From an optimization exercise on the open Yosys and OpenROAD flow, aimed at small area, a short achievable clock period and few clock cycles; shortcuts taken in it are not production practice. Only simulation tests tie the RTL to the original design; equivalence was not proved. No activity file was given, so power comes from the tool's default toggle rates.

`flow/run.sh`:
```
#!/bin/bash
# The standard layout, with timing repair aimed at a shorter period than
# the clock constraint (the constraint itself is unchanged).
bash standard.sh SETUP_SLACK_MARGIN=7.9 finish > standard.log 2>&1
```
`standard.sh`:
```
#!/bin/bash
# synth_recipe.tcl (not shown) runs the flow's synth.tcl, then flattens the netlist and writes it again
# the make line also repeats each setting of config.mk as NAME=value (left out here)
make -C /OpenROAD-flow-scripts/flow DESIGN_CONFIG=/design/flow/config.mk WORK_HOME=/design/flow/orfs CLKGATE_MAP_FILE= SYNTH_SCRIPT=/design/flow/synth_recipe.tcl "${@:-finish}"
```
`config.mk`:
```
export PLATFORM = sky130hd
export DESIGN_NAME = cpu
export DESIGN_NICKNAME = cpu
export VERILOG_FILES = /design/flow/design.v
export SDC_FILE = /design/flow/constraint.sdc
export NUM_CORES = 4
export LEC_CHECK = 0
export ABC_CLOCK_PERIOD_IN_PS = 3000
export CAP_MARGIN = 20
export CORE_MARGIN = 2
export CORE_UTILIZATION = 40
export SETUP_SLACK_MARGIN = 5
export SLEW_MARGIN = 20
export SYNTH_MEMORY_MAX_BITS = 16384
```
`constraint.sdc`:
```
create_clock -name core_clock -period 12.0 [get_ports {Clk}]
set_input_delay 2.4000 -clock core_clock [delete_from_list [all_inputs] [get_ports {Clk}]]
set_output_delay 2.4000 -clock core_clock [all_outputs]
set_load 0.01 [all_outputs]
```
`design.v`:
```
module cpu(Clk, Reset_N, readM1, address1, data1, readM2, writeM2, address2, data2_in, data2_out, num_inst, output_port, is_halted);
	input Clk;
	input Reset_N;
	output readM1;
	output [16-1:0] address1;
	input [64-1:0] data1;
	output readM2;
	output writeM2;
	output [16-1:0] address2;
	input [64-1:0] data2_in;
	output [64-1:0] data2_out;
	output [16-1:0] num_inst;
	output [16-1:0] output_port;
	output is_halted;
	reg [15:0] pc;               
	reg [63:0] s0, s1;           
	reg vs0, vs1;                
	reg pa0, pa1;                
	reg pb0, pb1;                
	reg [13:0] ra;               
	reg rqv, rqs;                
	reg xv;                      
	reg [15:0] ir;
	reg [15:0] xl;               
	reg [3:0] xtop;              
	reg xdef, xwr, xld, xst, xhlt, xmem;
	reg [1:0] xrd;
	reg xbne, xbeq, xbgz, xblz, xjr, xjx, xlnk;
	reg xurs, xurt;              
	reg xadd, xsub, xtcp, xaddi, xand, xorr, xori, xnot, xshl, xshr, xlhi;
	reg fa1, fa2, fa3;           
	reg fb1, fb2, fb3;           
	reg la1, la2, la3;           
	reg lb1, lb2, lb3;           
	reg m1v, m1w, m1ld, m1st, m1hlt, m1mem;
	reg [1:0] m1rd, m1rs, m1rt;
	reg [15:0] m1res;
	reg m2v, m2w, m2ld, m2st, m2hlt;
	reg [1:0] m2rd, m2rs, m2rt;
	reg [15:0] m2res;
	reg m3v, m3w, m3ld, m3st, m3hlt;
	reg [1:0] m3rd, m3rs, m3rt;
	reg [15:0] m3res;
	reg [15:0] R0, R1, R2, R3;
	reg [63:0] sline;            
	reg [15:0] a2;               
	reg swr;
	reg [15:0] ninst;
	reg [15:0] outp;
	assign readM1 = rqv;
	assign address1 = {ra, 2'b00};
	wire cur = pc[2];
	wire [13:0] cl = pc[15:2];
	wire [13:0] cl1 = cl + 14'd1;
	wire [13:0] cl2 = cl + 14'd2;
	wire vcur = cur ? vs1 : vs0;
	wire acur = cur ? pb1 : pb0;
	reg [15:0] wbuf, warr;
	always @(*) begin
		case (pc[2:0])
			3'd0: wbuf = s0[63:48];
			3'd1: wbuf = s0[47:32];
			3'd2: wbuf = s0[31:16];
			3'd3: wbuf = s0[15:0];
			3'd4: wbuf = s1[63:48];
			3'd5: wbuf = s1[47:32];
			3'd6: wbuf = s1[31:16];
			default: wbuf = s1[15:0];
		endcase
		case (pc[1:0])
			2'd0: warr = data1[63:48];
			2'd1: warr = data1[47:32];
			2'd2: warr = data1[31:16];
			default: warr = data1[15:0];
		endcase
	end
	wire f_have = vcur || acur;
	wire [15:0] fw = vcur ? wbuf : warr;
	wire f_jmp = vcur && ((wbuf[15:12] == 4'd9) || (wbuf[15:12] == 4'd10));
	wire [15:0] f_jtgt = {pc[15:12], wbuf[11:0]};
	wire f_jsame = (wbuf[11:2] == cl[9:0]);
	wire f_jnext = (wbuf[11:2] == cl1[9:0]) && (cl1[13:10] == pc[15:12]);
	wire [3:0] f_op = fw[15:12];
	wire [5:0] f_fn = fw[5:0];
	wire [1:0] f_rs = fw[11:10];
	wire [1:0] f_rt = fw[9:8];
	wire f_isR = (f_op == 4'd15);
	wire f_add = f_isR && f_fn == 6'd0;
	wire f_sub = f_isR && f_fn == 6'd1;
	wire f_and = f_isR && f_fn == 6'd2;
	wire f_orr = f_isR && f_fn == 6'd3;
	wire f_not = f_isR && f_fn == 6'd4;
	wire f_tcp = f_isR && f_fn == 6'd5;
	wire f_shl = f_isR && f_fn == 6'd6;
	wire f_shr = f_isR && f_fn == 6'd7;
	wire f_jpr = f_isR && f_fn == 6'd25;
	wire f_jrl = f_isR && f_fn == 6'd26;
	wire f_wwd = f_isR && f_fn == 6'd28;
	wire f_hlt = f_isR && f_fn == 6'd29;
	wire f_adi = (f_op == 4'd4);
	wire f_ori = (f_op == 4'd5);
	wire f_lhi = (f_op == 4'd6);
	wire f_lwd = (f_op == 4'd7);
	wire f_swd = (f_op == 4'd8);
	wire f_bne = (f_op == 4'd0);
	wire f_beq = (f_op == 4'd1);
	wire f_bgz = (f_op == 4'd2);
	wire f_blz = (f_op == 4'd3);
	wire f_jmpop = (f_op == 4'd9);
	wire f_jal = (f_op == 4'd10);
	wire f_alu2 = f_add || f_sub || f_and || f_orr;
	wire f_alu1 = f_not || f_tcp || f_shl || f_shr;
	wire f_br = f_bne || f_beq || f_bgz || f_blz;
	wire f_jr = f_jpr || f_jrl;
	wire f_def = f_alu2 || f_alu1 || f_jr || f_wwd || f_hlt || f_adi || f_ori || f_lhi
		|| f_lwd || f_swd || f_br || f_jmpop || f_jal;
	wire f_wr = f_alu2 || f_alu1 || f_jrl || f_adi || f_ori || f_lhi || f_lwd || f_jal;
	wire [1:0] f_rd = (f_jal || f_jrl) ? 2'd2 : (f_isR ? fw[7:6] : f_rt);
	wire f_urs = f_alu2 || f_alu1 || f_jr || f_adi || f_ori || f_lwd || f_swd || f_br;
	wire f_urt = f_alu2 || f_bne || f_beq;
	wire [1:0] rs = ir[11:10];
	wire [1:0] rt = ir[9:8];
	reg [15:0] rfa, rfb;
	always @(*) begin
		case (rs)
			2'd0: rfa = R0; 2'd1: rfa = R1; 2'd2: rfa = R2; default: rfa = R3;
		endcase
		case (rt)
			2'd0: rfb = R0; 2'd1: rfb = R1; 2'd2: rfb = R2; default: rfb = R3;
		endcase
	end
	wire fa0 = !(fa1 || fa2 || fa3);
	wire fb0 = !(fb1 || fb2 || fb3);
	wire [15:0] A = ({16{fa1}} & m1res) | ({16{fa2}} & m2res) | ({16{fa3}} & m3res) | ({16{fa0}} & rfa);
	wire [15:0] B = ({16{fb1}} & m1res) | ({16{fb2}} & m2res) | ({16{fb3}} & m3res) | ({16{fb0}} & rfb);
	wire st_busy = m1st || m2st || m3st;
	wire x_stall = xv && ((xurs && (la1 || la2 || la3)) || (xurt && (lb1 || lb2 || lb3)) || (xmem && st_busy));
	wire x_go = xv && !x_stall;
	wire [15:0] simm = {{8{ir[7]}}, ir[7:0]};
	wire [15:0] ax = xtcp ? 16'd0 : A;
	wire [15:0] ay = xsub ? ~B : (xtcp ? ~A : (xaddi ? simm : B));
	wire [15:0] sum = ax + ay + {15'd0, (xsub || xtcp)};
	wire [15:0] res = ({16{xadd || xsub || xtcp || xaddi}} & sum)
		| ({16{xand}} & (A & B))
		| ({16{xorr}} & (A | B))
		| ({16{xori}} & (A | simm))
		| ({16{xnot}} & ~A)
		| ({16{xshl}} & {A[14:0], 1'b0})
		| ({16{xshr}} & {A[15], A[15:1]})
		| ({16{xlhi}} & {ir[7:0], 8'd0})
		| ({16{xlnk}} & xl);             
	wire eq = (A == B);
	wire taken = (xbne && !eq) || (xbeq && eq) || (xbgz && !A[15] && (A != 16'd0)) || (xblz && A[15]);
	wire xbr = xbne || xbeq || xbgz || xblz;
	wire x_redir = x_go && (taken || xjr || xjx);
	wire [2:0] blo = {1'b0, xl[1:0]} + {1'b0, ir[1:0]};
	wire bhi0 = (ir[7:2] == 6'd0);
	wire bhi1 = (ir[7:2] == 6'd1);
	wire b_same = bhi0 && !blo[2];
	wire b_next = (bhi0 && blo[2]) || (bhi1 && !blo[2]);
	wire [15:0] b_tgt = xl + {8'd0, ir[7:0]};
	wire [15:0] j_tgt = xjr ? A : {xtop, ir[11:0]};
	wire j_same = xjr ? (A[15:2] == cl) : ({xtop, ir[11:2]} == cl);
	wire j_next = xjr ? (A[15:2] == cl1) : ({xtop, ir[11:2]} == cl1);
	wire [15:0] x_tgt = xbr ? b_tgt : j_tgt;
	wire x_same = xbr ? b_same : j_same;
	wire x_next = xbr ? b_next : j_next;
	wire x_shift = !x_same && x_next;
	wire x_miss = !x_same && !x_next;
	wire f_go = f_have && !x_stall;        
	wire f_redir = f_go && f_jmp;
	wire [15:0] pc_inc = pc + 16'd1;
	wire n_shift = f_redir ? (!f_jsame && f_jnext) : (f_go && pc[1:0] == 2'd3);
	wire n_miss = f_redir && !f_jsame && !f_jnext;
	wire [15:0] n_pc = f_redir ? f_jtgt : (f_go ? pc_inc : pc);
	wire k_shift = x_redir ? x_shift : n_shift;
	wire k_miss = x_redir ? x_miss : n_miss;
	wire [15:0] pc_n = x_redir ? x_tgt : n_pc;
	wire keep0 = vs0 || pb0 || pa0 || (rqv && !rqs);
	wire keep1 = vs1 || pb1 || pa1 || (rqv && rqs);
	wire need_stay = cur ? !keep1 : !keep0;        
	wire need_shift = cur ? !keep0 : !keep1;       
	wire [13:0] ra_stay = need_stay ? cl : cl1;
	wire stay_rqv = need_stay || need_shift;
	wire rqs_stay = need_stay ? cur : !cur;
	wire [13:0] ra_shift = need_shift ? cl1 : cl2;
	wire rqs_shift = !cur;
	always @(posedge Clk) begin
		if (!Reset_N) begin
			pc <= 16'd0;
			vs0 <= 1'b0; vs1 <= 1'b0;
			pa0 <= 1'b0; pa1 <= 1'b0;
			pb0 <= 1'b0; pb1 <= 1'b0;
			ra <= 14'd0;
			rqv <= 1'b1;
			rqs <= 1'b0;
		end else begin
			pc <= pc_n;
			if (k_miss) begin
				vs0 <= 1'b0; vs1 <= 1'b0;
				pa0 <= 1'b0; pa1 <= 1'b0;
				pb0 <= 1'b0; pb1 <= 1'b0;
			end else if (k_shift) begin
				if (cur) begin
					vs1 <= 1'b0; pa1 <= 1'b0; pb1 <= 1'b0;
					vs0 <= vs0 || pb0; pa0 <= rqv && !rqs; pb0 <= pa0;
				end else begin
					vs0 <= 1'b0; pa0 <= 1'b0; pb0 <= 1'b0;
					vs1 <= vs1 || pb1; pa1 <= rqv && rqs; pb1 <= pa1;
				end
			end else begin
				vs0 <= vs0 || pb0; pa0 <= rqv && !rqs; pb0 <= pa0;
				vs1 <= vs1 || pb1; pa1 <= rqv && rqs; pb1 <= pa1;
			end
			if (x_redir) begin
				ra <= x_tgt[15:2];
				rqs <= x_tgt[2];
				rqv <= 1'b1;
			end else if (n_miss) begin
				ra <= f_jtgt[15:2];
				rqs <= f_jtgt[2];
				rqv <= 1'b1;
			end else if (n_shift) begin
				ra <= ra_shift;
				rqs <= need_shift ? !cur : cur;
				rqv <= 1'b1;
			end else begin
				ra <= ra_stay;
				rqs <= rqs_stay;
				rqv <= stay_rqv;
			end
		end
		if (pb0) s0 <= data1;
		if (pb1) s1 <= data1;
	end
	wire nx1w = xv && xwr;       
	always @(posedge Clk) begin
		if (!Reset_N) begin
			xv <= 1'b0;
		end else if (x_redir) begin
			xv <= 1'b0;
		end else if (!x_stall) begin
			xv <= f_have;
		end
		if (!x_stall) begin
			ir <= fw;
			xl <= pc_inc;
			xtop <= pc[15:12];
			xdef <= f_def; xwr <= f_wr; xld <= f_lwd; xst <= f_swd; xhlt <= f_hlt;
			xmem <= f_lwd || f_swd;
			xrd <= f_rd;
			xbne <= f_bne; xbeq <= f_beq; xbgz <= f_bgz; xblz <= f_blz;
			xjr <= f_jr;
			xlnk <= f_jal || f_jrl;
			xjx <= (f_jmpop || f_jal) && !f_jmp;
			xurs <= f_urs; xurt <= f_urt;
			xadd <= f_add; xsub <= f_sub; xtcp <= f_tcp; xaddi <= f_adi || f_lwd || f_swd;
			xand <= f_and; xorr <= f_orr; xori <= f_ori; xnot <= f_not;
			xshl <= f_shl; xshr <= f_shr; xlhi <= f_lhi;
			fa1 <= nx1w && xrd == f_rs;
			fa2 <= !(nx1w && xrd == f_rs) && m1w && m1rd == f_rs;
			fa3 <= !(nx1w && xrd == f_rs) && !(m1w && m1rd == f_rs) && m2w && m2rd == f_rs;
			fb1 <= nx1w && xrd == f_rt;
			fb2 <= !(nx1w && xrd == f_rt) && m1w && m1rd == f_rt;
			fb3 <= !(nx1w && xrd == f_rt) && !(m1w && m1rd == f_rt) && m2w && m2rd == f_rt;
			la1 <= xv && xld && xrd == f_rs;
			la2 <= m1ld && m1rd == f_rs;
			la3 <= m2ld && m2rd == f_rs;
			lb1 <= xv && xld && xrd == f_rt;
			lb2 <= m1ld && m1rd == f_rt;
			lb3 <= m2ld && m2rd == f_rt;
		end else begin
			fa1 <= 1'b0; fa2 <= fa1; fa3 <= fa2;
			fb1 <= 1'b0; fb2 <= fb1; fb3 <= fb2;
			la1 <= 1'b0; la2 <= la1; la3 <= la2;
			lb1 <= 1'b0; lb2 <= lb1; lb3 <= lb2;
		end
	end
	always @(posedge Clk) begin
		if (!Reset_N) begin
			m1v <= 1'b0; m1w <= 1'b0; m1ld <= 1'b0; m1st <= 1'b0; m1hlt <= 1'b0; m1mem <= 1'b0;
			m2v <= 1'b0; m2w <= 1'b0; m2ld <= 1'b0; m2st <= 1'b0; m2hlt <= 1'b0;
			m3v <= 1'b0; m3w <= 1'b0; m3ld <= 1'b0; m3st <= 1'b0; m3hlt <= 1'b0;
		end else begin
			m1v <= x_go && xdef;
			m1w <= x_go && xwr;
			m1ld <= x_go && xld;
			m1st <= x_go && xst;
			m1hlt <= x_go && xhlt;
			m1mem <= x_go && xmem;
			m2v <= m1v; m2w <= m1w; m2ld <= m1ld; m2st <= m1st; m2hlt <= m1hlt;
			m3v <= m2v; m3w <= m2w; m3ld <= m2ld; m3st <= m2st; m3hlt <= m2hlt;
		end
		m1rd <= xrd; m1rs <= rs; m1rt <= rt; m1res <= res;
		m2rd <= m1rd; m2rs <= m1rs; m2rt <= m1rt; m2res <= m1res;
		m3rd <= m2rd; m3rs <= m2rs; m3rt <= m2rt; m3res <= m2res;
	end
	assign readM2 = m1mem;
	assign writeM2 = swr;
	assign address2 = a2;
	assign data2_out = sline;
	reg [15:0] ldw;
	always @(*) begin
		case (m3res[1:0])
			2'd0: ldw = data2_in[63:48];
			2'd1: ldw = data2_in[47:32];
			2'd2: ldw = data2_in[31:16];
			default: ldw = data2_in[15:0];
		endcase
	end
	reg [15:0] rf_rs3, rf_rt3;
	always @(*) begin
		case (m3rs)
			2'd0: rf_rs3 = R0; 2'd1: rf_rs3 = R1; 2'd2: rf_rs3 = R2; default: rf_rs3 = R3;
		endcase
		case (m3rt)
			2'd0: rf_rt3 = R0; 2'd1: rf_rt3 = R1; 2'd2: rf_rt3 = R2; default: rf_rt3 = R3;
		endcase
	end
	wire [15:0] wd = m3ld ? ldw : m3res;
	always @(posedge Clk) begin
		if (!Reset_N) begin
			R0 <= 16'd0; R1 <= 16'd0; R2 <= 16'd0; R3 <= 16'd0;
		end else if (m3w) begin
			case (m3rd)
				2'd0: R0 <= wd;
				2'd1: R1 <= wd;
				2'd2: R2 <= wd;
				default: R3 <= wd;
			endcase
		end
	end
	always @(posedge Clk) begin
		if (!Reset_N) begin
			swr <= 1'b0;
		end else begin
			swr <= m3st;
		end
		a2 <= m3st ? {m3res[15:2], 2'b00} : sum;
		sline[63:48] <= (m3res[1:0] == 2'd0) ? rf_rt3 : data2_in[63:48];
		sline[47:32] <= (m3res[1:0] == 2'd1) ? rf_rt3 : data2_in[47:32];
		sline[31:16] <= (m3res[1:0] == 2'd2) ? rf_rt3 : data2_in[31:16];
		sline[15:0]  <= (m3res[1:0] == 2'd3) ? rf_rt3 : data2_in[15:0];
	end
	always @(posedge Clk) begin
		if (!Reset_N) begin
			ninst <= 16'd0;
		end else if (m3v) begin
			ninst <= ninst + 16'd1;
			outp <= rf_rs3;
		end
	end
	assign num_inst = ninst;
	assign output_port = outp;
	assign is_halted = m3hlt;
endmodule
```
==> implementation parameters, run 1 <==
Parameter                              Value

Status
  Status ... finished clean

Route
  Wire length after detailed routing ... 87380 um
  DRC violations left ... 0
  Via count ... 21610
  Number of antenna-violating nets in the routed design ... 0
  Starting DRC count in detailed routing ... 2338
  Drt pass-1 iters ... 8
  Average detailed-routed wire length per instance ... 24.01 um
  DR vias/cell ... 5.938

Place
  Worst slack, placed ... 6.153 ns
  Total cell area at the placement stage ... 28820 um^2
  Estimated wirelength of the detail-placed design ... 59250 um
  Weighted congestion at the end of routability-driven global placement ... 0.9507
  Count of port buffers added during placement ... 259

Layout
  Final instance area ... 32720 um^2
  Layout fillers ... 5702
  Nets ... 2943
  Area overhead of the layout relative to synthesis ... 28.44%
  Fraction of layout cells with a size suffix above 1 ... 0.2098

Die
  Starting Density ... 0.4039
  Number of rows created at floorplan ... 92
  Die Wd ... 256.4 um
  Core outline area ... 63080 um^2
  Die Area ... 65730 um^2
  I/O Pins ... 262
  Die Ht ... 256.4 um

Pwr
  Peak VDD IR ... 151.4 uV
  Leakage power total ... 12.04 nW
  Power density relative to cell area ... 228.2 nW/um^2

GRT
  Maximum number of pins on one net before global-route repair ... 84
  Initial antenna violation count ... 3
  Wire length of the first global-routing pass ... 128500 um
  Overflow after GRT ... 0
  Vias in the first global route ... 20980
  Total track usage ... 0.2503

STA
  Setup repair after global routing missed its margin ... true
  Post-route clock skew ... 0.04856 ns
  Achievable clock frequency ... 243.9 MHz
  Final number of setup-violating endpoints ... 0
  Worst relative slew slack ... 0.2607
  Slew at the pin closest to its max-slew limit ... 1.101 ns
  Final hold violation count ... 0
  Min setup slack post-route ... 7.900 ns
  Final total negative setup slack ... 0 ns
  Pins over their slew limit ... 0
  Final worst path period need ... 4.100 ns
  Final Cycle Share ... 0.3416

Synth
  Synth top area share ... 0.2404
  Share of the yosys chip area belonging to registers ... 0.4707
  Fraction of registers with async set/reset ... 0
  Largest area contributor in the netlist ... sky130_fd_sc_hd__edfxtp_1
  Syn Inst Count ... 2450
  Number of synthesized flops with an enable pin ... 204
  Avg Cell Area, Syn ... 10.40 um^2
  Ys Warns ... 1
  Dominant synthesized flop cell ... sky130_fd_sc_hd__dfxtp_1
  Synthesized cell area ... 25480 um^2
  Seq cells post-synth ... 497
  Number of distinct library cells after synthesis ... 93
  Top post-synthesis cells by area ... sky130_fd_sc_hd__edfxtp_1 (24%), sky130_fd_sc_hd__dfxtp_1 (23%), sky130_fd_sc_hd__mux4_2 (6.1%)

CTS
  Number of levels in the clock H-tree ... 2
  TritonCTS Buffers ... 54
  Maximum number of buffers from clock root to sink ... 3
  Clock root buffer ... sky130_fd_sc_hd__clkbuf_16
  Clock tree from TritonCTS ... done
  Reg clk slew, reported paths ... 0.06 ns
  Count of clock tree sinks ... 497
  Count of hold-fix buffers inserted at cts ... 0
  Later-pin clock latency in the skew report ... 0.63 ns

Worst setup path
  Number of cells traversed by the worst register-to-register path ... 18
  Worst Path Max Fanout ... 5
  Endpoint type of the worst setup path ... flip-flop
  Critical path startpoint category ... flip-flop
  Crit path buf inv count ... 2
  Register-to-register setup slack ... 7.90 ns
  Top cell family by delay on the critical path ... compound AO/OA/AOI/OAI gates
  Arrival time of the worst setup path ... 4.58 ns
  Setup Crit Path Kind ... reg2reg
  Slowest stage cell on the critical path ... sky130_fd_sc_hd__mux4_2
  Delay contributed by the slowest stage of the critical path ... 0.51 ns
  CP Cell Sequence ... buf_12, mux4_2, inv_2, o21ai_4, nor2_2, a211oi_1, o31a_1, ha_1, nor2b_1, o21ai_1, a21oi_2, o21ai_2, a21boi_4, o2111ai_2, nand3_2, a41o_4, nand3_1, or3b_2
  Worst endpoint required time ... 12.48 ns
  Origin of the critical flop-to-flop path ... ir[9]
  Critical register-to-register path endpoint ... m1res[15]

Min path
  End of the worst hold path ... m2rt[0]
  Hold wc startpoint ... m1rt[0]
  Class of the worst hold path ... reg2reg
  Instance count along the most critical hold path ... 0

Run
  Maximum capacitance violations ... 0
-- metal layers --
metal,wire length [um],vias to the layer above,global-route usage,share of wire
li1,-,9763,-,-
met1,35740,10580,0.3368,0.41
met2,41630,1087,0.4121,0.48
met3,7139,182,0.03727,0.082
met4,2874,0,0.08624,0.033
met5,0,-,0,0
-- final cells by class --
| type | count | area (um^2) | area share |
|---|---|---|---|
| antenna | 1 | 2.502 | 0.00007647 |
| multi-input combinational | 1694 | 13230 | 0.4042 |
| tap | 846 | 1059 | 0.03235 |
| timing repair buffer | 410 | 4101 | 0.1253 |
| timing repair inverter | 2 | 12.51 | 0.0003824 |
| inverter | 88 | 345.3 | 0.01055 |
| sequential | 497 | 12010 | 0.3670 |
| clock buffer | 80 | 1685 | 0.05150 |
| clock inverter | 22 | 282.8 | 0.008641 |
-- sequential cells by signal (all words and copies together), names as in the netlist, 4 cells and up --
signal / cells
R3: 16
R1: 16
outp: 16
m1res: 16
a2: 16
sline: 64
xl: 16
ninst: 16
pc: 16
ir: 12
R2: 16
ra: 14
R0: 16
xtop: 4
s1: 64
m3res: 16
m2res: 16
s0: 64
-- metrics by stage --
stage,cells,hold slack [ns],power (mW),util
floorplan,2451,0.3096,4.058,-
global placement,3428,0.3121,4.985,0.4569
detailed placement,3428,0.3132,5.003,0.4569
CTS,3581,0.3117,7.071,0.5022
global route,3639,0.3207,7.782,0.5187
finish,3640,0.3203,7.467,0.5188
-- worst max path at each step --
stage	slack, ns	depth (start not counted)	to	startpoint
after floorplan	7.69	8	xurs	data1[28]
after CTS	7.78	14	ra[2]	pc[0]
after global placement	6.29	13	ra[13]	pc[2]
after detailed placement	6.15	13	ra[2]	pc[2]
after global routing	7.73	18	m1res[15]	ir[9]
final	7.90	18	m1res[15]	ir[9]
-- cell usage in the layout (no fill, tap or decap), types with 10 or more instances in the layout --
master and n:
sky130_fd_sc_hd__a211oi_1 74, sky130_fd_sc_hd__a21o_1 11, sky130_fd_sc_hd__a21oi_1 103, sky130_fd_sc_hd__a21oi_2 22, sky130_fd_sc_hd__a221oi_1 20, sky130_fd_sc_hd__a222oi_1 49, sky130_fd_sc_hd__a22oi_1 20, sky130_fd_sc_hd__a31oi_1 19
sky130_fd_sc_hd__and2_1 25, sky130_fd_sc_hd__and3_1 16, sky130_fd_sc_hd__buf_12 14, sky130_fd_sc_hd__buf_4 123, sky130_fd_sc_hd__clkbuf_16 63, sky130_fd_sc_hd__clkbuf_8 14, sky130_fd_sc_hd__clkdlybuf4s50_1 231, sky130_fd_sc_hd__dfxtp_1 283
sky130_fd_sc_hd__dlymetal6s2s_1 13, sky130_fd_sc_hd__edfxtp_1 204, sky130_fd_sc_hd__ha_1 56, sky130_fd_sc_hd__inv_1 74, sky130_fd_sc_hd__mux2_2 96, sky130_fd_sc_hd__mux2i_1 59, sky130_fd_sc_hd__mux4_2 69, sky130_fd_sc_hd__nand2_1 171
sky130_fd_sc_hd__nand2b_1 14, sky130_fd_sc_hd__nand3_1 48, sky130_fd_sc_hd__nand4_1 24, sky130_fd_sc_hd__nor2_1 257, sky130_fd_sc_hd__nor3_1 44, sky130_fd_sc_hd__nor4_1 14, sky130_fd_sc_hd__o2111ai_1 10, sky130_fd_sc_hd__o21ai_0 96
sky130_fd_sc_hd__o21ai_1 17, sky130_fd_sc_hd__o21ai_2 10, sky130_fd_sc_hd__o31ai_1 11, sky130_fd_sc_hd__xnor2_1 68, sky130_fd_sc_hd__xor2_1 36
-- logic make-up after synthesis --
logic type,after synthesis,share of synthesized area
flops,497,0.4707
compound gates,591,0.1617
buf+inv,261,0.04086
simple gates,692,0.1254
other cells,1,0.0001472
mux,227,0.1278
fa+ha+maj,67,0.03374
xor+xnor,114,0.03973
-- cell usage after synthesis, types with 62 or more instances --
library cell	instances
sky130_fd_sc_hd__a211oi_1	74
sky130_fd_sc_hd__a21oi_1	129
sky130_fd_sc_hd__clkbuf_1	127
sky130_fd_sc_hd__dfxtp_1	293
sky130_fd_sc_hd__edfxtp_1	204
sky130_fd_sc_hd__ha_1	63
sky130_fd_sc_hd__inv_1	87
sky130_fd_sc_hd__mux2_2	96
sky130_fd_sc_hd__mux2i_1	62
sky130_fd_sc_hd__mux4_2	69
sky130_fd_sc_hd__nand2_1	179
sky130_fd_sc_hd__nor2_1	264
sky130_fd_sc_hd__o21ai_0	125
sky130_fd_sc_hd__xnor2_1	75
-- power by group --
| part | internal [mW] | switching, mW | total (mW) |
|---|---|---|---|
| combinational | 1.40 | 1.83 | 3.24 |
| sequential | 2.11 | 0.311 | 2.42 |
| clock | 1.09 | 0.724 | 1.81 |
| total | 4.60 | 2.87 | 7.47 |
-- timing repair --
| action | 4_1_cts | 5_1_grt |
|---|---|---|
| pin swaps | 44 | 71 |
| buffers inserted | 45 | 53 |
| hold endpoints to repair | 0 | 0 |
| gates resized for setup | 138 | 129 |
| setup endpoints to repair | 118 | 61 |
| gates cloned | 6 | 5 |
Testbench counts, summed over its fixed seeds: cycles 9,944.
==> run 2: changes to the inputs <==
--- a/config.mk
+++ b/config.mk
@@ -7,8 +7,8 @@
 export LEC_CHECK = 0
 export ABC_CLOCK_PERIOD_IN_PS = 3000
-export CAP_MARGIN = 20
+export CAP_MARGIN = 10
 export CORE_MARGIN = 2
 export CORE_UTILIZATION = 40
 export SETUP_SLACK_MARGIN = 5
-export SLEW_MARGIN = 20
+export SLEW_MARGIN = 10
 export SYNTH_MEMORY_MAX_BITS = 16384
==> run 2 against run 1 <==
Worst setup slack is the same; critical path depth is the same; non-clock buffer count is the same; area after synthesis is the same; design area is the same; fmax is the same; largest cell class unchanged.
==> implementation parameters, run 2 <==
Parameter                              Value

Place
  Worst slack, placed ... 6.153 ns (unchanged)
  Weighted congestion at the end of routability-driven global placement ... 0.9507 (unchanged)
  Count of port buffers added during placement ... 259 (unchanged)
  Estimated wirelength of the detail-placed design ... 59250 um (unchanged)
  Instance count after placement with tap cells included ... 3428 (unchanged)
  Total cell area at the placement stage ... 28820 um^2 (unchanged)

Die
  I/O Pins ... 262 (unchanged)
  Die Area ... 65730 um^2 (unchanged)
  Starting Density ... 0.4039 (unchanged)
  Number of rows created at floorplan ... 92 (unchanged)
  Die Ht ... 256.4 um (unchanged)
  Die Wd ... 256.4 um (unchanged)
  Core outline area ... 63080 um^2 (unchanged)

Worst setup path
  Setup Crit Path Kind ... reg2reg (unchanged)
  Arrival time of the worst setup path ... 4.58 ns (about the same)
  Endpoint type of the worst setup path ... flip-flop (unchanged)
  Critical path startpoint category ... flip-flop (unchanged)
  Worst endpoint required time ... 12.48 ns (about the same)
  Worst Path Max Fanout ... 5 (unchanged)

Pwr
  Leakage power total ... 12.04 nW (unchanged)
  Power density relative to cell area ... 228.2 nW/um^2 (unchanged)
  Peak VDD IR ... 151.4 uV (unchanged)
  Sum of internal, switching and leakage power ... 7.467 mW (unchanged)

Synth
  Synth top area share ... 0.2404 (unchanged)
  Synthesized cell area ... 25480 um^2 (unchanged)
  Ys Warns ... 1 (unchanged)
  Cell with the most instances after synthesis ... sky130_fd_sc_hd__dfxtp_1 (unchanged)
  Largest area contributor in the netlist ... sky130_fd_sc_hd__edfxtp_1 (unchanged)
  Leading post-synthesis cells by instance count ... sky130_fd_sc_hd__dfxtp_1 (293), sky130_fd_sc_hd__nor2_1 (264), sky130_fd_sc_hd__edfxtp_1 (204), sky130_fd_sc_hd__nand2_1 (179), sky130_fd_sc_hd__a21oi_1 (129) (unchanged)
  Syn Inst Count ... 2450 (unchanged)
  Fraction of registers with async set/reset ... 0 (unchanged)
  Number of distinct library cells after synthesis ... 93 (unchanged)
  Number of synthesized flops with an enable pin ... 204 (unchanged)
  Dominant synthesized flop cell ... sky130_fd_sc_hd__dfxtp_1 (unchanged)
  Seq cells post-synth ... 497 (unchanged)
  Top post-synthesis cells by area ... sky130_fd_sc_hd__edfxtp_1 (24%), sky130_fd_sc_hd__dfxtp_1 (23%), sky130_fd_sc_hd__mux4_2 (6.1%) (unchanged)
  Share of the yosys chip area belonging to registers ... 0.4707 (unchanged)
  Avg Cell Area, Syn ... 10.40 um^2 (unchanged)

Layout
  Fin cells ... 3640 (unchanged)
  Highest-count cells in the layout ignoring fill and taps ... sky130_fd_sc_hd__dfxtp_1 (283), sky130_fd_sc_hd__nor2_1 (257), sky130_fd_sc_hd__clkdlybuf4s50_1 (231) (unchanged)
  Final cell utilization of the core ... 0.5188 (unchanged)
  Top Registers ... s0 (64), s1 (64), sline (64) (unchanged)
  Leading cell type in the layout, fill and taps excluded ... sky130_fd_sc_hd__dfxtp_1 (unchanged)
  Fraction of layout cells with a size suffix above 1 ... 0.2098 (unchanged)
  Final instance area ... 32720 um^2 (unchanged)
  Nets ... 2943 (unchanged)
  Area overhead of the layout relative to synthesis ... 28.44% (unchanged)

Min path
  Class of the worst hold path ... reg2reg (unchanged)

CTS
  Number of levels in the clock H-tree ... 2 (unchanged)
  Clock tree from TritonCTS ... done (unchanged)
  Later-pin clock latency in the skew report ... 0.63 ns (about the same)
  TritonCTS Buffers ... 54 (unchanged)
  Maximum number of buffers from clock root to sink ... 3 (unchanged)
  Reg clk slew, reported paths ... 0.06 ns (about the same)
  Clock root buffer ... sky130_fd_sc_hd__clkbuf_16 (unchanged)
  Count of clock tree sinks ... 497 (unchanged)
  Count of hold-fix buffers inserted at cts ... 0 (unchanged)

GRT
  Wire length of the first global-routing pass ... 128500 um (unchanged)
  Total track usage ... 0.2503 (unchanged)
  Maximum number of pins on one net before global-route repair ... 84 (unchanged)
  Overflow after GRT ... 0 (unchanged)
  Vias in the first global route ... 20980 (unchanged)
  Initial antenna violation count ... 3 (unchanged)

STA
  Post-route clock skew ... 0.04856 ns (unchanged)
  Achievable clock frequency ... 243.9 MHz (unchanged)
  Final Cycle Share ... 0.3416 (unchanged)
  Pins over their slew limit ... 0 (unchanged)
  Worst relative slew slack ... 0.2607 (unchanged)
  Final worst path period need ... 4.100 ns (unchanged)
  Final number of setup-violating endpoints ... 0 (unchanged)
  Slew at the pin closest to its max-slew limit ... 1.101 ns (unchanged)
  Final total negative setup slack ... 0 ns (unchanged)
  Final hold violation count ... 0 (unchanged)
  WHS ... 0.3203 ns (unchanged)
  Min setup slack post-route ... 7.900 ns (unchanged)
  Setup repair after global routing missed its margin ... true (unchanged)

Status
  Status ... finished clean (unchanged)

Route
  Via count ... 21610 (unchanged)
  Number of antenna-violating nets in the routed design ... 0 (unchanged)
  DR vias/cell ... 5.938 (unchanged)
  Wire length after detailed routing ... 87380 um (unchanged)
  Starting DRC count in detailed routing ... 2338 (unchanged)
  Drt pass-1 iters ... 8 (unchanged)
  Average detailed-routed wire length per instance ... 24.01 um (unchanged)
  DRC violations left ... 0 (unchanged)

Run
  Maximum capacitance violations ... 0 (unchanged)
run 2: cell counts in the layout (fill, tap and decap cells not counted):
Identical to the previous run, type by type.
run 2: per-layer routing:
layer	GRT usage	vias to the layer above	wire [um]
li1	-	9763	-
met1	0.3368	10580	35740
met4	0.08624	0	2874
met2	0.4121	1087	41630
met5	0	-	0
met3	0.03727	182	7139
run 2: final cells by class:
cell class | instances | area (um^2)
Antenna cell | 1 | 2.502
Clock buffer | 80 | 1685
Clock inverter | 22 | 282.8
Fill cell | 5702 | 30360
Inverter | 88 | 345.3
Multi-Input combinational cell | 1694 | 13230
Sequential cell | 497 | 12010
Tap cell | 846 | 1059
Timing Repair Buffer | 410 | 4101
Timing Repair inverter | 2 | 12.51
run 2: cell families (layout without fill, tap and decap cells):
group | count (synthesis) | after routing | share of synthesized area
buf+inv | 261 | 602 | 0.04086
xor+xnor | 114 | 114 | 0.03973
fa+ha+maj | 67 | 67 | 0.03374
simple gates | 692 | 692 | 0.1254
compound gates | 591 | 592 | 0.1617
other cells | 1 | 3 | 0.0001472
flops | 497 | 497 | 0.4707
mux | 227 | 227 | 0.1278
run 2: path summary, 6_finish.rpt:
path,start,endpoint,slack [ns],depth (start not counted)
max,ir[9],m1res[15],7.90,18
min,m1rt[0],m2rt[0],0.32,0
max reg2reg,ir[9],m1res[15],7.90,18
min reg2reg,m1rt[0],m2rt[0],0.32,0
run 2: where the power goes:
group / internal, mW / total (mW) / switching [mW]
Combinational: 1.40 / 3.24 / 1.83
Clock: 1.09 / 1.81 / 0.724
Sequential: 2.11 / 2.42 / 0.311
Total: 4.60 / 7.47 / 2.87
run 2: critical path: stages, from the launching register on:
cell	delay, ns
sky130_fd_sc_hd__edfxtp_1	0.41
sky130_fd_sc_hd__buf_12	0.14
sky130_fd_sc_hd__mux4_2	0.51
sky130_fd_sc_hd__inv_2	0.09
sky130_fd_sc_hd__o21ai_4	0.07
sky130_fd_sc_hd__nor2_2	0.14
sky130_fd_sc_hd__a211oi_1	0.07
sky130_fd_sc_hd__o31a_1	0.33
sky130_fd_sc_hd__ha_1	0.27
sky130_fd_sc_hd__nor2b_1	0.12
sky130_fd_sc_hd__o21ai_1	0.20
sky130_fd_sc_hd__a21oi_2	0.09
sky130_fd_sc_hd__o21ai_2	0.20
sky130_fd_sc_hd__a21boi_4	0.11
sky130_fd_sc_hd__o2111ai_2	0.24
sky130_fd_sc_hd__nand3_2	0.15
sky130_fd_sc_hd__a41o_4	0.30
sky130_fd_sc_hd__nand3_1	0.08
sky130_fd_sc_hd__or3b_2	0.46
run 2: timing repair:
item                       CTS  global route
cloned                       6             5
gates resized for setup    138           129
buffers inserted            45            53
pin swaps                   44            71
setup endpoints to repair  118            61
==> run 3: changes to the inputs <==
==> flow/run.sh (replaced) <==
#!/bin/bash
# The standard layout, with timing repair aimed at a shorter period than
# the clock constraint (the constraint itself is unchanged).
bash standard.sh SETUP_SLACK_MARGIN=7.6 finish > standard.log 2>&1
--- a/config.mk
+++ b/config.mk
@@ -6,9 +6,9 @@
 export NUM_CORES = 4
 export LEC_CHECK = 0
-export ABC_CLOCK_PERIOD_IN_PS = 3000
-export CAP_MARGIN = 10
+export ABC_AREA = 1
+export CAP_MARGIN = 20
 export CORE_MARGIN = 2
 export CORE_UTILIZATION = 40
 export SETUP_SLACK_MARGIN = 5
-export SLEW_MARGIN = 10
+export SLEW_MARGIN = 20
 export SYNTH_MEMORY_MAX_BITS = 16384
==> run 3 against run 2 <==
Final cell count increased by 25%; area after synthesis increased by 3.6%; hold slack improved by 0.0052 ns; core utilization decreased by 3.7 points; clock power about the same; largest power group unchanged.
==> implementation parameters, run 3 <==
Parameter                              Value

STA
  WHS ... 0.3255 ns (was 0.3203 ns)
  Min setup slack post-route ... 7.862 ns (was 7.900 ns)
  Setup repair after global routing missed its margin ... false (was true)
  Slew at the pin closest to its max-slew limit ... 1.078 ns (was 1.101 ns)
  Pins over their slew limit ... 0 (unchanged)
  Final Cycle Share ... 0.3448 (was 0.3416)
  Post-route clock skew ... 0.03856 ns (was 0.04856 ns)
  Final number of setup-violating endpoints ... 0 (unchanged)
  Final total negative setup slack ... 0 ns (unchanged)
  Worst relative slew slack ... 0.2773 (was 0.2607)
  Achievable clock frequency ... 241.7 MHz (was 243.9 MHz)
  Final worst path period need ... 4.138 ns (was 4.100 ns)
  Final hold violation count ... 0 (unchanged)

GRT
  Maximum number of pins on one net before global-route repair ... 69 (was 84)
  Overflow after GRT ... 0 (unchanged)
  Total track usage ... 0.2780 (was 0.2503)
  Initial antenna violation count ... 2 (was 3)
  Vias in the first global route ... 23270 (was 20980)
  Wire length of the first global-routing pass ... 144400 um (was 128500 um)

Pwr
  Power density relative to cell area ... 258.3 nW/um^2 (was 228.2 nW/um^2)
  Peak VDD IR ... 137.7 uV (was 151.4 uV)
  Leakage power total ... 13.03 nW (was 12.04 nW)

Layout
  Nets ... 3840 (was 2943)
  Highest-count cells in the layout ignoring fill and taps ... sky130_fd_sc_hd__nand2_1 (971), sky130_fd_sc_hd__o21ai_0 (342), sky130_fd_sc_hd__dfxtp_1 (285) (was sky130_fd_sc_hd__dfxtp_1 (283), sky130_fd_sc_hd__nor2_1 (257), sky130_fd_sc_hd__clkdlybuf4s50_1 (231))
  Final cell utilization of the core ... 0.4822 (was 0.5188)
  Top Registers ... s0 (64), s1 (64), sline (64) (unchanged)
  Area overhead of the layout relative to synthesis ... 19.73% (was 28.44%)
  Leading cell type in the layout, fill and taps excluded ... sky130_fd_sc_hd__nand2_1 (was sky130_fd_sc_hd__dfxtp_1)
  Fraction of layout cells with a size suffix above 1 ... 0.06963 (was 0.2098)
  Layout fillers ... 6463 (was 5702)
  Fin cells ... 4557 (was 3640)

Die
  Die Ht ... 260.8 um (was 256.4 um)
  Die Area ... 68030 um^2 (was 65730 um^2)
  Starting Density ... 0.4027 (was 0.4039)
  I/O Pins ... 262 (unchanged)
  Core outline area ... 65510 um^2 (was 63080 um^2)
  Die Wd ... 260.8 um (was 256.4 um)
  Number of rows created at floorplan ... 94 (was 92)

CTS
  Count of clock tree sinks ... 497 (unchanged)
  Clock tree from TritonCTS ... done (unchanged)
  Later-pin clock latency in the skew report ... 0.64 ns (was 0.63 ns)
  Reg clk slew, reported paths ... 0.06 ns (about the same)
  Number of levels in the clock H-tree ... 2 (unchanged)
  Clock root buffer ... sky130_fd_sc_hd__clkbuf_16 (unchanged)
  TritonCTS Buffers ... 55 (was 54)
  Count of hold-fix buffers inserted at cts ... 0 (unchanged)
  Maximum number of buffers from clock root to sink ... 3 (unchanged)

Synth
  Fraction of registers with async set/reset ... 0 (unchanged)
  Syn Inst Count ... 3440 (was 2450)
  Dominant synthesized flop cell ... sky130_fd_sc_hd__dfxtp_1 (unchanged)
  Seq cells post-synth ... 497 (unchanged)
  Share of the yosys chip area belonging to registers ... 0.4545 (was 0.4707)
  Synth top area share ... 0.2322 (was 0.2404)
  Leading post-synthesis cells by instance count ... sky130_fd_sc_hd__nand2_1 (972), sky130_fd_sc_hd__o21ai_0 (344), sky130_fd_sc_hd__dfxtp_1 (293), sky130_fd_sc_hd__inv_1 (281), sky130_fd_sc_hd__nor2_1 (275) (was sky130_fd_sc_hd__dfxtp_1 (293), sky130_fd_sc_hd__nor2_1 (264), sky130_fd_sc_hd__edfxtp_1 (204), sky130_fd_sc_hd__nand2_1 (179), sky130_fd_sc_hd__a21oi_1 (129))
  Synthesized cell area ... 26380 um^2 (was 25480 um^2)
  Number of synthesized flops with an enable pin ... 204 (unchanged)
  Cell with the most instances after synthesis ... sky130_fd_sc_hd__nand2_1 (was sky130_fd_sc_hd__dfxtp_1)
  Largest area contributor in the netlist ... sky130_fd_sc_hd__edfxtp_1 (unchanged)
  Avg Cell Area, Syn ... 7.669 um^2 (was 10.40 um^2)
  Number of distinct library cells after synthesis ... 66 (was 93)
  Ys Warns ... 1 (unchanged)
  Top post-synthesis cells by area ... sky130_fd_sc_hd__edfxtp_1 (23%), sky130_fd_sc_hd__dfxtp_1 (22%), sky130_fd_sc_hd__nand2_1 (14%) (was sky130_fd_sc_hd__edfxtp_1 (24%), sky130_fd_sc_hd__dfxtp_1 (23%), sky130_fd_sc_hd__mux4_2 (6.1%))

Place
  Count of port buffers added during placement ... 259 (unchanged)
  Weighted congestion at the end of routability-driven global placement ... 0.9846 (was 0.9507)
  Worst slack, placed ... 7.296 ns (was 6.153 ns)
  Estimated wirelength of the detail-placed design ... 71530 um (was 59250 um)
  Instance count after placement with tap cells included ... 4437 (was 3428)

Min path
  Class of the worst hold path ... reg2reg (unchanged)

Worst setup path
  Setup Crit Path Kind ... reg2reg (unchanged)
  Worst endpoint required time ... 12.46 ns (was 12.48 ns)
  Critical path startpoint category ... flip-flop (unchanged)
  Arrival time of the worst setup path ... 4.60 ns (was 4.58 ns)
  Endpoint type of the worst setup path ... flip-flop (unchanged)
  Worst Path Max Fanout ... 10 (was 5)

Route
  Via count ... 25050 (was 21610)
  Drt pass-1 iters ... 6 (was 8)
  Wire length after detailed routing ... 96380 um (was 87380 um)
  DR vias/cell ... 5.496 (was 5.938)
  Average detailed-routed wire length per instance ... 21.15 um (was 24.01 um)
  Starting DRC count in detailed routing ... 2702 (was 2338)
  DRC violations left ... 0 (unchanged)
  Number of antenna-violating nets in the routed design ... 0 (unchanged)

Run
  Maximum capacitance violations ... 0 (unchanged)

Status
  Status ... finished clean (unchanged)
==> run 3: cell count changes after synthesis, moves of 26 or more <==
cell                       change
sky130_fd_sc_hd__mux2_2       -93
sky130_fd_sc_hd__mux4_2       -69
sky130_fd_sc_hd__nand3_1     +183
sky130_fd_sc_hd__xnor2_1      -64
sky130_fd_sc_hd__o21ai_0     +219
sky130_fd_sc_hd__mux2i_1      -62
sky130_fd_sc_hd__inv_1       +194
sky130_fd_sc_hd__a211oi_1     -61
sky130_fd_sc_hd__a21oi_1      +43
sky130_fd_sc_hd__clkbuf_1     -33
sky130_fd_sc_hd__a222oi_1     -49
sky130_fd_sc_hd__nand2_1     +793
sky130_fd_sc_hd__and2_1       -26
sky130_fd_sc_hd__o211ai_1     +35
==> run 3: cells by family (layout without fill, tap and decap cells) <==
| kind of cell | after synthesis | count (layout) | share of synthesized area |
|---|---|---|---|
| fa+ha+maj | 66 | 66 | 0.03215 |
| xor+xnor | 46 | 46 | 0.01527 |
| compound gates | 732 | 732 | 0.1605 |
| mux | 3 | 3 | 0.001280 |
| simple gates | 1636 | 1636 | 0.2631 |
| buf+inv | 459 | 709 | 0.07308 |
| flops | 497 | 497 | 0.4545 |
| other cells | 1 | 4 | 0.0001421 |
==> run 3: final cells by class <==
class / instances / area (um^2) / share of cell area
Tap cell: 864 / 1081 / 0.03422
Clock inverter: 37 / 396.6 / 0.01256
Clock buffer: 67 / 1514 / 0.04793
Antenna cell: 2 / 5.005 / 0.0001584
Multi-Input combinational cell: 2485 / 12510 / 0.3961
Timing Repair Buffer: 302 / 2927 / 0.09265
Sequential cell: 497 / 12000 / 0.3800
Inverter: 303 / 1147 / 0.03632
==> run 3: worst paths after layout <==
path,from,end,slack (ns),cells past startpoint
hold reg to reg,m2rt[1],m3rt[1],0.33,0
hold / removal,m2rt[1],m3rt[1],0.33,0
setup / recovery,ir[9],m1res[9],7.86,21
setup reg to reg,ir[9],m1res[9],7.86,21
==> run 3: where the power goes <==
part	internal (mW)	switching (mW)
Clock	1.03	0.749
Sequential	2.14	0.301
Combinational	1.22	2.72
Total	4.39	3.77
==> run 3: critical path, cell delays in order, from the launching register on <==
cell	delay [ns]
sky130_fd_sc_hd__edfxtp_1	0.45
sky130_fd_sc_hd__buf_4	0.16
sky130_fd_sc_hd__buf_4	0.15
sky130_fd_sc_hd__clkinvlp_4	0.18
sky130_fd_sc_hd__o2111ai_1	0.13
sky130_fd_sc_hd__o211ai_1	0.20
sky130_fd_sc_hd__nand4_1	0.35
sky130_fd_sc_hd__nand2_1	0.14
sky130_fd_sc_hd__o211ai_1	0.10
sky130_fd_sc_hd__a22oi_1	0.30
sky130_fd_sc_hd__inv_1	0.08
sky130_fd_sc_hd__ha_1	0.28
sky130_fd_sc_hd__nand2_1	0.06
sky130_fd_sc_hd__nor3_1	0.17
sky130_fd_sc_hd__nor2_1	0.10
sky130_fd_sc_hd__o21ai_0	0.29
sky130_fd_sc_hd__a21oi_1	0.12
sky130_fd_sc_hd__or2_2	0.30
sky130_fd_sc_hd__nand2_1	0.06
sky130_fd_sc_hd__nand2_1	0.06
sky130_fd_sc_hd__nand3_1	0.09
sky130_fd_sc_hd__o2111ai_1	0.21
==> run 3: repair_timing <==
action	CTS	global route
endpoints found under the setup margin	5	35
pin swaps	0	2
endpoints found under the hold margin	0	0
buffers inserted	8	6
resized for setup	6	12
==> run 3: layer usage <==
metal  wire, um  track usage
met1      39820       0.3590
met2      44840       0.4592
met3       6913      0.04031
met4       4804       0.1287
met5          0            0
==> run 3: stage by stage <==
step / power [mW] / cell area (um^2)
after floorplan: 4.873 / 26390
after global placement: 6.248 / 29510
after detailed placement: 6.258 / 29510
after CTS: 8.077 / 31490
after global routing: 8.642 / 31590
final: 8.158 / 31590
==> run 4: changes to the inputs <==
==> flow/run.sh (replaced) <==
#!/bin/bash
# The standard layout, with timing repair aimed at a shorter period than
# the clock constraint (the constraint itself is unchanged).
bash standard.sh SETUP_SLACK_MARGIN=8.3 finish > standard.log 2>&1
==> run 4 against run 3 <==
Routed wire length rose by 3.5%; highest routed layer unchanged; die area did not move; sequential power barely moved; hold slack improved by 0.0029 ns; core utilization rose by 2.3 points; still clean on timing, DRC and antenna; largest cell class unchanged; register-to-register slack improved by 0.24 ns.
==> implementation parameters, run 4 <==
Parameter                              Value

Synth
  Share of cell area taken by muxes after synthesis ... 0.001280 (unchanged)
  Fraction of registers with async set/reset ... 0 (unchanged)
  Seq cells post-synth ... 497 (unchanged)
  Area share of fa/ha/maj cells after synthesis ... 0.03215 (unchanged)
  Main combinational cell family by area after synthesis ... simple AND/OR/NAND/NOR gates (unchanged)
  Synthesized cell area ... 26380 um^2 (unchanged)
  Largest area contributor in the netlist ... sky130_fd_sc_hd__edfxtp_1 (unchanged)
  Xor-xnor portion of the synthesized cell area ... 0.01527 (unchanged)
  Cell with the most instances after synthesis ... sky130_fd_sc_hd__nand2_1 (unchanged)
  Share of the yosys chip area belonging to registers ... 0.4545 (unchanged)
  Number of distinct library cells after synthesis ... 66 (unchanged)
  Top post-synthesis cells by area ... sky130_fd_sc_hd__edfxtp_1 (23%), sky130_fd_sc_hd__dfxtp_1 (22%), sky130_fd_sc_hd__nand2_1 (14%) (unchanged)
  Leading post-synthesis cells by instance count ... sky130_fd_sc_hd__nand2_1 (972), sky130_fd_sc_hd__o21ai_0 (344), sky130_fd_sc_hd__dfxtp_1 (293), sky130_fd_sc_hd__inv_1 (281), sky130_fd_sc_hd__nor2_1 (275) (unchanged)
  Ys Warns ... 1 (unchanged)
  Dominant synthesized flop cell ... sky130_fd_sc_hd__dfxtp_1 (unchanged)
  Synth top area share ... 0.2322 (unchanged)
  Compound-gate portion of the synthesized area ... 0.1605 (unchanged)
  Avg Cell Area, Syn ... 7.669 um^2 (unchanged)
  Area fraction in and, or, nand and nor cells after synthesis ... 0.2631 (unchanged)
  Number of synthesized flops with an enable pin ... 204 (unchanged)
  Syn Inst Count ... 3440 (unchanged)

STA
  Pins over their slew limit ... 0 (unchanged)
  Post-route clock skew ... 0.04009 ns (was 0.03856 ns)
  Final hold violation count ... 0 (unchanged)
  Setup repair after global routing missed its margin ... true (was false)
  Final total negative setup slack ... 0 ns (unchanged)
  Worst relative slew slack ... 0.2257 (was 0.2773)
  Final worst path period need ... 3.901 ns (was 4.138 ns)
  Final Cycle Share ... 0.3251 (was 0.3448)
  Achievable clock frequency ... 256.4 MHz (was 241.7 MHz)
  Slew at the pin closest to its max-slew limit ... 1.157 ns (was 1.078 ns)
  Final number of setup-violating endpoints ... 0 (unchanged)

GRT
  Met2 Use GR ... 0.4711 (was 0.4592)
  Maximum number of pins on one net before global-route repair ... 69 (unchanged)
  Global Route met1 Usage ... 0.3632 (was 0.3590)
  Initial antenna violation count ... 0 (was 2)
  Busiest grt layer ... met2 (unchanged)
  GR met3 Demand/Resource ... 0.04002 (was 0.04031)
  Overflow after GRT ... 0 (unchanged)
  Total track usage ... 0.2833 (was 0.2780)
  Vias in the first global route ... 23600 (was 23270)
  Wire length of the first global-routing pass ... 146500 um (was 144400 um)

Worst setup path
  Number of cells traversed by the worst register-to-register path ... 22 (was 21)
  Critical path startpoint category ... flip-flop (unchanged)
  Worst Path Max Fanout ... 10 (unchanged)
  Critical register-to-register path endpoint ... ra[6] (was m1res[9])
  Slowest stage cell on the critical path ... sky130_fd_sc_hd__edfxtp_1 (unchanged)
  CP dominant cell by count ... sky130_fd_sc_hd__buf_4 (was sky130_fd_sc_hd__nand2_1)
  Setup Crit Path Kind ... reg2reg (unchanged)
  Worst endpoint required time ... 12.52 ns (was 12.46 ns)
  Crit path buf inv count ... 7 (was 4)
  Delay contributed by the slowest stage of the critical path ... 0.46 ns (was 0.45 ns)
  Arrival time of the worst setup path ... 4.42 ns (was 4.60 ns)
  Register-to-register setup slack ... 8.10 ns (was 7.86 ns)
  CP Cell Sequence ... buf_4, inv_6, o2111ai_2, o211ai_1, nand4_1, buf_4, buf_4, ha_4, nor2_4, nand2_2, nor2_2, nand2_1, a21oi_2, nand3_1, a21oi_2, nand2_4, nand2_8, clkinv_8, buf_12, buf_4, nand3_1, nand2_1 (was buf_4, buf_4, clkinvlp_4, o2111ai_1, o211ai_1, nand4_1, nand2_1, o211ai_1, a22oi_1, inv_1, ha_1, nand2_1, nor3_1, nor2_1, o21ai_0, a21oi_1, or2_2, nand2_1, nand2_1, nand3_1, o2111ai_1)
  Top cell family by delay on the critical path ... simple AND/OR/NAND/NOR gates (was compound AO/OA/AOI/OAI gates)
  Origin of the critical flop-to-flop path ... ir[9] (unchanged)
  Endpoint type of the worst setup path ... flip-flop (unchanged)

CTS
  Count of clock tree sinks ... 497 (unchanged)
  Maximum number of buffers from clock root to sink ... 3 (unchanged)
  Later-pin clock latency in the skew report ... 0.66 ns (was 0.64 ns)
  Reg clk slew, reported paths ... 0.07 ns (was 0.06 ns)
  Count of hold-fix buffers inserted at cts ... 0 (unchanged)
  TritonCTS Buffers ... 55 (unchanged)
  Clock root buffer ... sky130_fd_sc_hd__clkbuf_16 (unchanged)
  Number of levels in the clock H-tree ... 2 (unchanged)
  Clock tree from TritonCTS ... done (unchanged)

Die
  I/O Pins ... 262 (unchanged)
  Die Wd ... 260.8 um (unchanged)
  Core outline area ... 65510 um^2 (unchanged)
  Starting Density ... 0.4027 (unchanged)
  Die Ht ... 260.8 um (unchanged)
  Number of rows created at floorplan ... 94 (unchanged)
  Die Area ... 68030 um^2 (unchanged)

Layout
  Fraction of layout cells with a size suffix above 1 ... 0.1291 (was 0.06963)
  Multi-input gate area ... 13350 um^2 (was 12510 um^2)
  Storage element area ... 12020 um^2 (was 12000 um^2)
  Layout fillers ... 6387 (was 6463)
  Nets ... 3938 (was 3840)
  Leading cell type in the layout, fill and taps excluded ... sky130_fd_sc_hd__nand2_1 (unchanged)
  Top Registers ... s0 (64), s1 (64), sline (64) (unchanged)
  Area overhead of the layout relative to synthesis ... 25.37% (was 19.73%)
  Final instance area ... 33080 um^2 (was 31590 um^2)
  Highest-count cells in the layout ignoring fill and taps ... sky130_fd_sc_hd__nand2_1 (952), sky130_fd_sc_hd__o21ai_0 (307), sky130_fd_sc_hd__dfxtp_1 (276) (was sky130_fd_sc_hd__nand2_1 (971), sky130_fd_sc_hd__o21ai_0 (342), sky130_fd_sc_hd__dfxtp_1 (285))

Route
  Via count ... 25770 (was 25050)
  Drt pass-1 iters ... 8 (was 6)
  Wire length after detailed routing ... 99750 um (was 96380 um)
  Average detailed-routed wire length per instance ... 21.43 um (was 21.15 um)
  Number of antenna-violating nets in the routed design ... 0 (unchanged)
  Starting DRC count in detailed routing ... 2889 (was 2702)
  DRC violations left ... 0 (unchanged)
  DR vias/cell ... 5.538 (was 5.496)

Place
  Count of port buffers added during placement ... 259 (unchanged)
  Estimated wirelength of the detail-placed design ... 71820 um (was 71530 um)
  Total cell area at the placement stage ... 29540 um^2 (was 29510 um^2)
  Weighted congestion at the end of routability-driven global placement ... 0.9885 (was 0.9846)

Pwr
  Leakage power total ... 14.16 nW (was 13.03 nW)
  Power density relative to cell area ... 263.0 nW/um^2 (was 258.3 nW/um^2)
  Peak VDD IR ... 152.0 uV (was 137.7 uV)

Run
  Maximum capacitance violations ... 0 (unchanged)

Min path
  Instance count along the most critical hold path ... 0 (unchanged)
  End of the worst hold path ... m3rd[0] (was m3rt[1])
  Class of the worst hold path ... reg2reg (unchanged)
  Hold wc startpoint ... m2rd[0] (was m2rt[1])

Status
  Status ... finished clean (unchanged)
[run 4: kinds of logic after synthesis]
logic type | count (synthesis)
xor gates and xnor gates | 46
and+or+nand+nor | 1636
buffers and inverters | 459
other | 1
muxes | 3
AOI/OAI and AO/OA | 732
adders and majority gates | 66
DFF | 497
[run 4: what timing repair did]
| item | 4_1_cts | 5_1_grt |
|---|---|---|
| pin swaps | 38 | 79 |
| setup buffers | 60 | 49 |
| gates cloned | 3 | 1 |
| setup endpoints to repair | 220 | 106 |
| gates resized for setup | 252 | 204 |
[run 4: routing by layer]
layer / up-vias / wire, um
met5: - / 0
met4: 0 / 5343
met3: 291 / 7771
met2: 1287 / 46590
met1: 11990 / 40050
li1: 12200 / -
[run 4: metrics by stage]
stage	setup slack [ns]	util	hold WS, ns	power [mW]	std cells
6_report	8.099	0.5049	0.3284	8.700	4654
5_1_grt	8.043	0.5049	0.3322	9.177	4653
4_1_cts	8.165	0.4888	0.3243	8.220	4603
3_5_place_dp	7.336	0.4509	0.3132	6.265	4436
3_3_place_gp	7.377	0.4509	0.3106	6.266	4436
2_1_floorplan	8.282	-	0.3096	4.884	3441
[run 4: power by group]
part	switching, mW	internal [mW]	leakage [nW]	total (mW)
clock	0.742	0.955	0.866	1.70
combinational	3.02	1.54	8.88	4.55
sequential	0.313	2.14	4.41	2.45
total	4.07	4.63	14.2	8.70
[run 4: worst reg2reg max path, delay by kind of cell (launching register included)]
kind	cells	cell delay, ns
and+or+nand+nor	10	1.31
buffers and inverters	7	1.11
AOI/OAI and AO/OA	4	0.68
DFF	1	0.46
adders and majority gates	1	0.24
[run 4: worst max-delay path by stage]
stage	start	end	slack [ns]	cells after the start
floorplan	data1[60]	xurs	8.28	12
global placement	data1[34]	xurs	7.38	11
detailed placement	data1[34]	xurs	7.34	11
CTS	ir[9]	m1res[12]	8.17	26
global route	ir[9]	ra[2]	8.04	24
finish	ir[9]	ra[6]	8.10	22
[run 4: area by class of cell]
| class | instances | share of cell area |
|---|---|---|
| antenna | 1 | 0.00007566 |
| clock buffer | 70 | 0.04422 |
| clock inverter | 34 | 0.01018 |
| inverter | 303 | 0.03556 |
| multi-input combinational | 2489 | 0.4036 |
| sequential | 497 | 0.3634 |
| tap | 864 | 0.03268 |
| timing repair buffer | 396 | 0.1102 |
==> run 5: changes to the inputs <==
==> flow/run.sh (replaced) <==
#!/bin/bash
# The standard layout, with timing repair aimed at a shorter period than
# the clock constraint (the constraint itself is unchanged).
bash standard.sh SETUP_SLACK_MARGIN=7.9 finish > standard.log 2>&1
==> run 5 against run 4 <==
Still clean; critical path depth shrank 21; sequential share of layout area grew 1.4 points; clock power rose by 5%; die area is the same; area after synthesis is the same; register-to-register slack got worse by 0.07 ns; global-route usage is 0.52 points lower; via count decreased by 2.3%; clock skew shrank 0.0027 ns; critical path type is now reg2out.
==> implementation parameters, run 5 <==
Parameter                              Value

Die
  I/O Pins ... 262 (unchanged)
  Die Ht ... 260.8 um (unchanged)
  Starting Density ... 0.4027 (unchanged)
  Core outline area ... 65510 um^2 (unchanged)
  Die Wd ... 260.8 um (unchanged)

GRT
  Total track usage ... 0.2781 (was 0.2833)
  Vias in the first global route ... 23280 (was 23600)
  Initial antenna violation count ... 2 (was 0)
  Maximum number of pins on one net before global-route repair ... 69 (unchanged)
  Overflow after GRT ... 0 (unchanged)
  Wire length of the first global-routing pass ... 144400 um (was 146500 um)

STA
  Post-route clock skew ... 0.03735 ns (was 0.04009 ns)
  Setup repair after global routing missed its margin ... true (unchanged)
  Pins over their slew limit ... 0 (unchanged)
  Final total negative setup slack ... 0 ns (unchanged)
  Achievable clock frequency ... 249.5 MHz (was 256.4 MHz)
  Final worst path period need ... 4.007 ns (was 3.901 ns)
  Final number of setup-violating endpoints ... 0 (unchanged)
  Final Cycle Share ... 0.3340 (was 0.3251)
  Slew at the pin closest to its max-slew limit ... 1.047 ns (was 1.157 ns)
  Final hold violation count ... 0 (unchanged)

CTS
  Count of clock tree sinks ... 497 (unchanged)
  Maximum number of buffers from clock root to sink ... 3 (unchanged)
  Clock tree from TritonCTS ... done (unchanged)
  Later-pin clock latency in the skew report ... 0.64 ns (was 0.66 ns)
  Reg clk slew, reported paths ... 0.06 ns (was 0.07 ns)
  TritonCTS Buffers ... 55 (unchanged)
  Clock root buffer ... sky130_fd_sc_hd__clkbuf_16 (unchanged)
  Count of hold-fix buffers inserted at cts ... 0 (unchanged)

Worst setup path
  Worst Path Max Fanout ... 4 (was 10)
  Crit path buf inv count ... 1 (was 7)
  Setup Crit Path Kind ... reg2out (was reg2reg)
  Worst endpoint required time ... 9.60 ns (was 12.52 ns)
  CP Cell Sequence ... clkdlybuf4s50_1 (was buf_4, inv_6, o2111ai_2, o211ai_1, nand4_1, buf_4, buf_4, ha_4, nor2_4, nand2_2, nor2_2, nand2_1, a21oi_2, nand3_1, a21oi_2, nand2_4, nand2_8, clkinv_8, buf_12, buf_4, nand3_1, nand2_1)
  Endpoint type of the worst setup path ... primary output (was flip-flop)
  Top cell family by delay on the critical path ... buffers and inverters (was simple AND/OR/NAND/NOR gates)
  Delay contributed by the slowest stage of the critical path ... 0.57 ns (was 0.46 ns)
  Critical path startpoint category ... flip-flop (unchanged)
  Arrival time of the worst setup path ... 1.61 ns (was 4.42 ns)

Synth
  Number of distinct library cells after synthesis ... 66 (unchanged)
  Ys Warns ... 1 (unchanged)
  Synthesized cell area ... 26380 um^2 (unchanged)
  Top post-synthesis cells by area ... sky130_fd_sc_hd__edfxtp_1 (23%), sky130_fd_sc_hd__dfxtp_1 (22%), sky130_fd_sc_hd__nand2_1 (14%) (unchanged)
  Dominant synthesized flop cell ... sky130_fd_sc_hd__dfxtp_1 (unchanged)
  Cell with the most instances after synthesis ... sky130_fd_sc_hd__nand2_1 (unchanged)
  Fraction of registers with async set/reset ... 0 (unchanged)
  Share of the yosys chip area belonging to registers ... 0.4545 (unchanged)
  Leading post-synthesis cells by instance count ... sky130_fd_sc_hd__nand2_1 (972), sky130_fd_sc_hd__o21ai_0 (344), sky130_fd_sc_hd__dfxtp_1 (293), sky130_fd_sc_hd__inv_1 (281), sky130_fd_sc_hd__nor2_1 (275) (unchanged)
  Number of synthesized flops with an enable pin ... 204 (unchanged)
  Syn Inst Count ... 3440 (unchanged)

Place
  Estimated wirelength of the detail-placed design ... 71530 um (was 71820 um)
  Total cell area at the placement stage ... 29510 um^2 (was 29540 um^2)

Layout
  Final instance area ... 31830 um^2 (was 33080 um^2)
  Highest-count cells in the layout ignoring fill and taps ... sky130_fd_sc_hd__nand2_1 (970), sky130_fd_sc_hd__o21ai_0 (338), sky130_fd_sc_hd__dfxtp_1 (284) (was sky130_fd_sc_hd__nand2_1 (952), sky130_fd_sc_hd__o21ai_0 (307), sky130_fd_sc_hd__dfxtp_1 (276))
  Leading cell type in the layout, fill and taps excluded ... sky130_fd_sc_hd__nand2_1 (unchanged)
  Top Registers ... s0 (64), s1 (64), sline (64) (unchanged)
  Area overhead of the layout relative to synthesis ... 20.63% (was 25.37%)
  Final cell utilization of the core ... 0.4858 (was 0.5049)

Route
  DR vias/cell ... 5.505 (was 5.538)
  Drt pass-1 iters ... 8 (unchanged)
  Starting DRC count in detailed routing ... 2731 (was 2889)
  DRC violations left ... 0 (unchanged)
  Wire length after detailed routing ... 96750 um (was 99750 um)
  Number of antenna-violating nets in the routed design ... 0 (unchanged)

Status
  Status ... finished clean (unchanged)

Pwr
  Proportion of power drawn by combinational gates ... 0.487 (was 0.523)
  Total net switching power ... 3.807 mW (was 4.072 mW)
  Internal power of the cells ... 4.429 mW (was 4.628 mW)
  Part of the total power dissipated in the clock network ... 0.217 (was 0.195)
  Peak VDD IR ... 139.5 uV (was 152.0 uV)

Min path
  Class of the worst hold path ... reg2reg (unchanged)
-- run 5: changes by cell type in the layout (fill, tap and decap cells not counted), moves of 14 or more --
| cell | change |
|---|---|
| sky130_fd_sc_hd__clkdlybuf4s50_1 | +157 |
| sky130_fd_sc_hd__dlygate4sd2_1 | -97 |
| sky130_fd_sc_hd__buf_4 | -59 |
| sky130_fd_sc_hd__clkdlybuf4s15_1 | -34 |
| sky130_fd_sc_hd__o21ai_0 | +31 |
| sky130_fd_sc_hd__dlymetal6s2s_1 | -21 |
| sky130_fd_sc_hd__nand2_1 | +18 |
| sky130_fd_sc_hd__buf_6 | -15 |
| sky130_fd_sc_hd__nand3_1 | +15 |
| sky130_fd_sc_hd__nand3_2 | -14 |
-- run 5: logic make-up after synthesis --
logic type,share of synthesized area
muxes,0.001280
other,0.0001421
and+or+nand+nor,0.2631
AOI/OAI and AO/OA,0.1605
buffers and inverters,0.07308
DFF,0.4545
adders and majority gates,0.03215
xor gates and xnor gates,0.01527
-- run 5: final timing paths --
kind	startpoint	to	slack, ns	cells past startpoint
max reg2reg	ir[8]	ra[10]	8.03	23
max	ninst[0]	num_inst[0]	7.99	1
min	m2rt[1]	m3rt[1]	0.33	0
min reg2reg	m2rt[1]	m3rt[1]	0.33	0
-- run 5: timing repair --
action | in CTS | in global routing
resized for setup | 14 | 29
pin swaps | 4 | 8
buffers inserted | 10 | 21
setup endpoints to repair | 57 | 65
cloned | 0 | 1
-- run 5: cell type report --
class	instances	area [um^2]
clock buffers	67	1514
repair buffers	319	3062
fillers	6445	33680
diodes	2	5.005
inverters	303	1151
multi-input cells	2486	12610
clock inverters	37	396.6
flip-flops and latches	497	12010
well taps	864	1081
-- run 5: power by group through the flow --
stage,clock network (mW),registers [mW],logic [mW]
after global placement,0,2.47,3.78
final,1.78,2.44,4.01
after floorplan,0,2.35,2.52
after global routing,1.88,2.46,4.38
after CTS,1.81,2.43,3.85
after detailed placement,0,2.47,3.78
-- run 5: stage by stage --
stage	std cells	total power, mW	hold WS, ns	setup slack (ns)
2_1_floorplan	3441	4.873	0.3096	8.128
3_3_place_gp	4437	6.248	0.3124	7.301
3_5_place_dp	4437	6.258	0.3121	7.296
4_1_cts	4551	8.088	0.3261	7.904
5_1_grt	4575	8.718	0.3345	7.859
6_report	4575	8.235	0.3256	7.993
-- run 5: routing by layer --
layer / routed length [um] / vias to the layer above / GRT usage / part of all wire
met4: 4783 / 0 / 0.1287 / 0.049
met5: 0 / - / 0 / 0
li1: - / 12030 / - / -
met1: 39530 / 11760 / 0.3592 / 0.41
met3: 7233 / 250 / 0.04031 / 0.075
met2: 45200 / 1145 / 0.4590 / 0.47

==> re-timing with driven ports <==
The flow's constraints put no driver on any port. The routed layouts listed below were extracted and timed again, unchanged, in two steps. Step 1: set_driving_cell puts a clkbuf_16 on Clk and a buf_2 on each other input, an assumption about the parent block. Step 2, shift: input delay + t, output delay - t, t = (earliest + latest rising clock arrival at the registers) / 2. This alone moves slack from input paths to output paths. Slacks: ideal / step 1 / step 2; pairs: ideal / step 1.
run | shift t [ns] | slack for setup (ns)
run 1 | 0.670 | 7.900 / 7.900 / 7.279
run 2 | 0.670 | 7.900 / 7.900 / 7.279
run 3 | 0.689 | 7.862 / 7.862 / 7.287
run 4 | 0.698 | 8.099 / 8.099 / 7.537
run 5 | 0.688 | 7.993 / 7.929 / 7.367
After both steps every run listed still meets setup and hold.
